Background: an optimization exercise with open tools, aiming at small area and a short achievable clock period. Do not read the settings as production practice. Function was checked by simulation only, so behaviour that the tests miss may differ from the original.

build 84:
## cordic
module cordic(clk, angle, sine, cosine);
  input clk;
  input signed [31:0] angle;
  output signed [15:0] sine;
  output signed [15:0] cosine;
  reg [31:0] a0;
  always @(posedge clk) a0 <= angle;
  wire dk_1 = ~a0[29];
  wire zp1_p0 = a0[0] ^ 1'b1;
  wire zp1_g0 = a0[0] & 1'b1;
  wire zp1_p1 = a0[1] ^ 1'b0;
  wire zp1_g1 = a0[1] & 1'b0;
  wire zp1_p2 = a0[2] ^ 1'b1;
  wire zp1_g2 = a0[2] & 1'b1;
  wire zp1_p3 = a0[3] ^ 1'b1;
  wire zp1_g3 = a0[3] & 1'b1;
  wire zp1_p4 = a0[4] ^ 1'b1;
  wire zp1_g4 = a0[4] & 1'b1;
  wire zp1_p5 = a0[5] ^ 1'b0;
  wire zp1_g5 = a0[5] & 1'b0;
  wire zp1_p6 = a0[6] ^ 1'b0;
  wire zp1_g6 = a0[6] & 1'b0;
  wire zp1_p7 = a0[7] ^ 1'b0;
  wire zp1_g7 = a0[7] & 1'b0;
  wire zp1_p8 = a0[8] ^ 1'b1;
  wire zp1_g8 = a0[8] & 1'b1;
  wire zp1_p9 = a0[9] ^ 1'b0;
  wire zp1_g9 = a0[9] & 1'b0;
  wire zp1_p10 = a0[10] ^ 1'b1;
  wire zp1_g10 = a0[10] & 1'b1;
  wire zp1_p11 = a0[11] ^ 1'b0;
  wire zp1_g11 = a0[11] & 1'b0;
  wire zp1_p12 = a0[12] ^ 1'b0;
  wire zp1_g12 = a0[12] & 1'b0;
  wire zp1_p13 = a0[13] ^ 1'b0;
  wire zp1_g13 = a0[13] & 1'b0;
  wire zp1_p14 = a0[14] ^ 1'b0;
  wire zp1_g14 = a0[14] & 1'b0;
  wire zp1_p15 = a0[15] ^ 1'b0;
  wire zp1_g15 = a0[15] & 1'b0;
  wire zp1_p16 = a0[16] ^ 1'b0;
  wire zp1_g16 = a0[16] & 1'b0;
  wire zp1_p17 = a0[17] ^ 1'b0;
  wire zp1_g17 = a0[17] & 1'b0;
  wire zp1_p18 = a0[18] ^ 1'b1;
  wire zp1_g18 = a0[18] & 1'b1;
  wire zp1_p19 = a0[19] ^ 1'b0;
  wire zp1_g19 = a0[19] & 1'b0;
  wire zp1_p20 = a0[20] ^ 1'b0;
  wire zp1_g20 = a0[20] & 1'b0;
  wire zp1_p21 = a0[21] ^ 1'b1;
  wire zp1_g21 = a0[21] & 1'b1;
  wire zp1_p22 = a0[22] ^ 1'b1;
  wire zp1_g22 = a0[22] & 1'b1;
  wire zp1_p23 = a0[23] ^ 1'b1;
  wire zp1_g23 = a0[23] & 1'b1;
  wire zp1_p24 = a0[24] ^ 1'b0;
  wire zp1_g24 = a0[24] & 1'b0;
  wire zp1_p25 = a0[25] ^ 1'b1;
  wire zp1_g25 = a0[25] & 1'b1;
  wire zp1_p26 = a0[26] ^ 1'b0;
  wire zp1_g26 = a0[26] & 1'b0;
  wire zp1_p27 = a0[27] ^ 1'b0;
  wire zp1_g27 = a0[27] & 1'b0;
  wire zp1_p28 = a0[28] ^ 1'b1;
  wire zp1_g28 = a0[28] & 1'b1;
  wire zp1_p29 = ~a0[29] ^ 1'b0;
  wire zp1_g29 = ~a0[29] & 1'b0;
  wire zp1_G0_1 = zp1_g0 | (zp1_p0 & 1'b0);
  wire zp1_P0_1 = zp1_p0 & 1'b0;
  wire zp1_G0_2 = zp1_g1 | (zp1_p1 & zp1_g0);
  ...
Size in the first run: about 3,400 cells after synthesis, about 520 flip-flops, roughly 65 I/O pins.
export LEC_CHECK = 0
export CAP_MARGIN = 20
export CORE_MARGIN = 2
export CORE_UTILIZATION = 40
export CTS_BUF_LIST = sky130_fd_sc_hd__clkbuf_8
export CTS_CLUSTER_DIAMETER = 80
export CTS_CLUSTER_SIZE = 20
export SETUP_SLACK_MARGIN = 1.1
export SLEW_MARGIN = 20
create_clock -name core_clock -period 3.5 [get_ports {clk}]
standard.sh (not shown) runs the stock make flow with config.mk's settings and CLKGATE_MAP_FILE= SYNTH_SCRIPT=/design/flow/synth_recipe.tcl, a recipe that flattens the netlist after the stock synthesis.
==> flow/flow/run.sh <==
#!/bin/bash
# Own layout flow: the standard flow (standard.sh) with these changes to how
# the layout is made:
#  1. synthesis is the standard synthesis script (synth_recipe.tcl), but ABC
#     maps the logic without the slow 4-high stacked cells and a few slow two-stage cells (patch_abc.py) and
#     without first mapping adders to fa/ha cells (ADDER_MAP_FILE empty);
#     registers are mapped before ABC, so they are the standard synthesis's;
#  2. port buffers are buf_2 cells instead of the delay cell buffer_ports picks;
#  3. the resizer may swap a cell for any cell of the same function.
# Each step's full output goes to a log file in this folder.
set -uo pipefail
here=$(pwd)
rm -rf "$here/myscripts"
cp -r "$FLOW_HOME/scripts" "$here/myscripts"
python3 flow/patch_abc.py "$here/myscripts/synth_preamble.tcl" > patch.log 2>&1 || exit 1
bash standard.sh SCRIPTS_DIR="$here/myscripts" ADDER_MAP_FILE= synth > synth.log 2>&1 || exit 1
export BUFFER_PORTS_ARGS="-buffer_cell sky130_fd_sc_hd__buf_2"
bash standard.sh MATCH_CELL_FOOTPRINT=0 finish > layout.log 2>&1
==> flow/flow/patch_abc.py <==
# Adds -dont_use for the slow 4-high stacked cells to ABC's arguments only.
import sys
p = sys.argv[1]
s = open(p).read()
anchor = 'set abc_args [list -script $abc_script \\\n  {*}$lib_args {*}$lib_dont_use_args -constr $::env(OBJECTS_DIR)/abc.constr]\n'
assert anchor in s, "anchor not found"
cells = ("a2111o a2111oi o2111a o2111ai a311o a311oi o311a o311ai a41o a41oi o41a o41ai "
         "or4 or4b or4bb nor4 nor4b nor4bb and4 and4b and4bb a221o a221oi o221a o221ai "
         "a222oi a32o a32oi o32a o32ai maj3 or3 or3b and3b o31a a31o o2bb2a a2bb2o").split()
extra = "foreach c {%s} {\n  lappend abc_args -dont_use sky130_fd_sc_hd__${c}_*\n}\n" % " ".join(cells)
open(p, "w").write(s.replace(anchor, anchor + extra))
print("patched", p)
#### Input delta (build 9 over build 84)
Settings: CTS_CLUSTER_DIAMETER changed from 80 to 100; CTS_CLUSTER_SIZE changed from 20 to 30; SETUP_SLACK_MARGIN changed from 1.1 to 1.45; CTS_BUF_LIST removed (was sky130_fd_sc_hd__clkbuf_8).
diff --git a/flow/flow/run.sh b/flow/flow/run.sh
--- a/flow/flow/run.sh
+++ b/flow/flow/run.sh
@@ -4,3 +4,3 @@
 #  1. synthesis is the standard synthesis script (synth_recipe.tcl), but ABC
-#     maps the logic without the slow 4-high stacked cells and a few slow two-stage cells (patch_abc.py) and
+#     maps the logic without the slow 4-high stacked cells (patch_abc.py) and
 #     without first mapping adders to fa/ha cells (ADDER_MAP_FILE empty);
diff --git a/flow/flow/patch_abc.py b/flow/flow/patch_abc.py
--- a/flow/flow/patch_abc.py
+++ b/flow/flow/patch_abc.py
@@ -8,3 +8,3 @@
          "or4 or4b or4bb nor4 nor4b nor4bb and4 and4b and4bb a221o a221oi o221a o221ai "
-         "a222oi a32o a32oi o32a o32ai maj3 or3 or3b and3b o31a a31o o2bb2a a2bb2o").split()
+         "a222oi a32o a32oi o32a o32ai").split()
 extra = "foreach c {%s} {\n  lappend abc_args -dont_use sky130_fd_sc_hd__${c}_*\n}\n" % " ".join(cells)
Routed metal-1 wirelength | build 9 above build 84
Number of detailed-routing iterations run before antenna repair (lower): build 9
Met2 track utilization from global routing: build 9 and build 84 compared, lower one is build 84
In the metrics for build 9 and build 84, the one carrying the higher highest attainable clock frequency is build 84.
Build 9 vs. build 84: worst max-slew margin expressed relative to the limit now larger, share of the clock period used by the worst path after layout now larger, buffer count from post-CTS setup fixing now larger.
#### Input delta (build 37 over build 9)
Settings: swapping 1.45 for 1.3 in SETUP_SLACK_MARGIN.
Setup slack was lower in build 37 than in build 9. Fmax sits lower in build 37 than in build 9. From build 9 to build 37 the numbers moved as follows: tightest slew margin relative to the limit moved down, met2 layer wire length in the routed design moved down. Build 37 vs. build 9: relative area of non-clock buffer cells in the final design decreased 2.2 points; global-route usage decreased 0.41 points. Diff build 9 -> build 37: sequential standard cell area down about 0.66%.
## Diff of input files: build 48 against build 37
diff --git a/flow/flow/run.sh b/flow/flow/run.sh
--- a/flow/flow/run.sh
+++ b/flow/flow/run.sh
@@ -4,3 +4,3 @@
 #  1. synthesis is the standard synthesis script (synth_recipe.tcl), but ABC
-#     maps the logic without the slow 4-high stacked cells (patch_abc.py) and
+#     maps the logic without the slow 4-high stacked cells and a few slow two-stage cells (patch_abc.py) and
 #     without first mapping adders to fa/ha cells (ADDER_MAP_FILE empty);
diff --git a/flow/flow/patch_abc.py b/flow/flow/patch_abc.py
--- a/flow/flow/patch_abc.py
+++ b/flow/flow/patch_abc.py
@@ -8,3 +8,3 @@
          "or4 or4b or4bb nor4 nor4b nor4bb and4 and4b and4bb a221o a221oi o221a o221ai "
-         "a222oi a32o a32oi o32a o32ai").split()
+         "a222oi a32o a32oi o32a o32ai maj3 or3 or3b and3b o31a a31o o2bb2a a2bb2o a211o a22o a21o a21bo o211a o21a o21ba nand4 nand4b nand4bb and3 nor3b o22a").split()
 extra = "foreach c {%s} {\n  lappend abc_args -dont_use sky130_fd_sc_hd__${c}_*\n}\n" % " ".join(cells)
Results
- Build 48 ran to completion and came out clean on the timing, design-rule and antenna checks.
- Summary of build 48 over build 37: setup slack went up 0.069 ns; hold slack -0.013 ns; detailed route wirelength on metal3 now sits higher; ratio of final minimum period to clock period lost 2.0 points; total of max-cap violations comparable.
- Build 37 vs build 48, critical path launch point: z6[3] vs x8[8]
- Compared with build 37, in build 48 final HPWL from detailed placement closely matched the old numbers, utilization decreased by 0.56 points relative to the old numbers.

Setup of zinc:
Another version of the RTL of cordic (not shown whole).
Size in the first run: about 3100 cells after synthesis, about 520 flip-flops, about 65 I/O pins.
clock: 3.5 ns
lec_check: 0
cap_margin: 20
core_margin: 2
core_utilization: 40
cts_cluster_diameter: 100
cts_cluster_size: 30
setup_slack_margin: 1.2
slew_margin: 20
run.sh (not shown) runs the stock make flow with config.mk's settings and CLKGATE_MAP_FILE= SYNTH_SCRIPT=/design/flow/synth_recipe.tcl, a recipe that flattens the netlist after the stock synthesis.
Stock flow here: none of the scripts above is used.
The inputs of nickel differ from those of zinc as listed below.
Settings: SETUP_SLACK_MARGIN: 1.2 -> 1.0.
==> flow/flow/run.sh (new file) <==
#!/bin/bash
# Own layout flow: the standard flow (standard.sh) with these changes to how
# the layout is made:
#  1. synthesis is the standard synthesis script (synth_recipe.tcl), but ABC
#     maps the logic without the slow 4-high stacked cells (patch_abc.py);
#     registers are mapped before ABC, so they are the standard synthesis's;
#  2. port buffers are buf_2 cells instead of the delay cell buffer_ports picks;
#  3. the resizer may swap a cell for any cell of the same function.
# Each step's full output goes to a log file in this folder.
set -uo pipefail
here=$(pwd)
rm -rf "$here/myscripts"
cp -r "$FLOW_HOME/scripts" "$here/myscripts"
python3 flow/patch_abc.py "$here/myscripts/synth_preamble.tcl" > patch.log 2>&1 || exit 1
bash standard.sh SCRIPTS_DIR="$here/myscripts" synth > synth.log 2>&1 || exit 1
export BUFFER_PORTS_ARGS="-buffer_cell sky130_fd_sc_hd__buf_2"
bash standard.sh MATCH_CELL_FOOTPRINT=0 finish > layout.log 2>&1
==> flow/flow/patch_abc.py (new file) <==
# Adds -dont_use for the slow 4-high stacked cells to ABC's arguments only.
import sys
p = sys.argv[1]
s = open(p).read()
anchor = 'set abc_args [list -script $abc_script \\\n  {*}$lib_args {*}$lib_dont_use_args -constr $::env(OBJECTS_DIR)/abc.constr]\n'
assert anchor in s, "anchor not found"
cells = ("a2111o a2111oi o2111a o2111ai a311o a311oi o311a o311ai a41o a41oi o41a o41ai "
         "or4 or4b or4bb nor4 nor4b nor4bb and4 and4b and4bb a221o a221oi o221a o221ai "
         "a222oi a32o a32oi o32a o32ai").split()
extra = "foreach c {%s} {\n  lappend abc_args -dont_use sky130_fd_sc_hd__${c}_*\n}\n" % " ".join(cells)
open(p, "w").write(s.replace(anchor, anchor + extra))
print("patched", p)
==> flow/standard.sh (new file) <==
#!/bin/bash
# synth_recipe.tcl (not shown) runs the flow's synth.tcl, then flattens the netlist and writes it again
# the make line also repeats each setting of config.mk as NAME=value (left out here)
make -C /OpenROAD-flow-scripts/flow DESIGN_CONFIG=/design/flow/config.mk WORK_HOME=/design/flow/orfs CLKGATE_MAP_FILE= SYNTH_SCRIPT=/design/flow/synth_recipe.tcl "${@:-finish}"
removed: flow/run.sh
Notes after the runs:
nickel vs. zinc: synthesized cell count up about 5%, met3 layer usage reported by global route down 0.30 points, total wirelength of the detailed-routed design down about 1%, wire length the detailed router placed on met1 up 750 um, critical path depth in cells down 4.
nickel vs. zinc: maximum number of pins on one net before global-route repair up about 25%, number of vias after detailed routing up 78.
On insertion delay to the later sink of the worst-skew pair, nickel tracks zinc almost exactly.
nickel ends up with a global-route wire length before repair that is about 0.8% higher than in zinc.
Area: nickel vs zinc -> nickel smaller
For nickel, the critical path launch point was s30_5, unlike zinc, where it was z3[3].
Between zinc and nickel, the flow reports post-synthesis cell area increasing by a few percent.

[port drivers added, routing unchanged]
No port has a modelled driver above. Below, the same layouts with a new extraction and two added sets of constraints.
Step 1 assumes that a clkbuf_16 drives the clock port and a buf_2 every other input.
Step 2 times the ports against the registers' clock, not the clock port: input delays grow and output delays shrink by t, the midpoint of the rising clock arrivals with the driver on.
Three values: no drivers, after step 1, after step 2; two values: the first two.
run | shift t [ns] | setup slack, ns | clock arrival spread, ns | worst data-port slew with drivers (ns) | cell pins on the clock port's net
build 84 | 0.662 | 1.180 / 1.180 / 1.180 | 0.053 / 0.053 | 0.06 | 1
build 9 | 0.627 | 1.148 / 1.148 / 1.148 | 0.017 / 0.017 | 0.05 | 1
build 37 | 0.639 | 1.140 / 1.140 / 1.140 | 0.039 / 0.039 | 0.05 | 1
build 48 | 0.642 | 1.210 / 1.210 / 1.210 | 0.032 / 0.032 | 0.05 | 1
zinc | 0.636 | 1.020 / 1.020 / 1.020 | 0.024 / 0.024 | 0.04 | 1
nickel | 0.646 | 1.055 / 1.055 / 1.055 | 0.034 / 0.034 | 0.04 | 1
After both steps setup and hold are still met in every run listed.
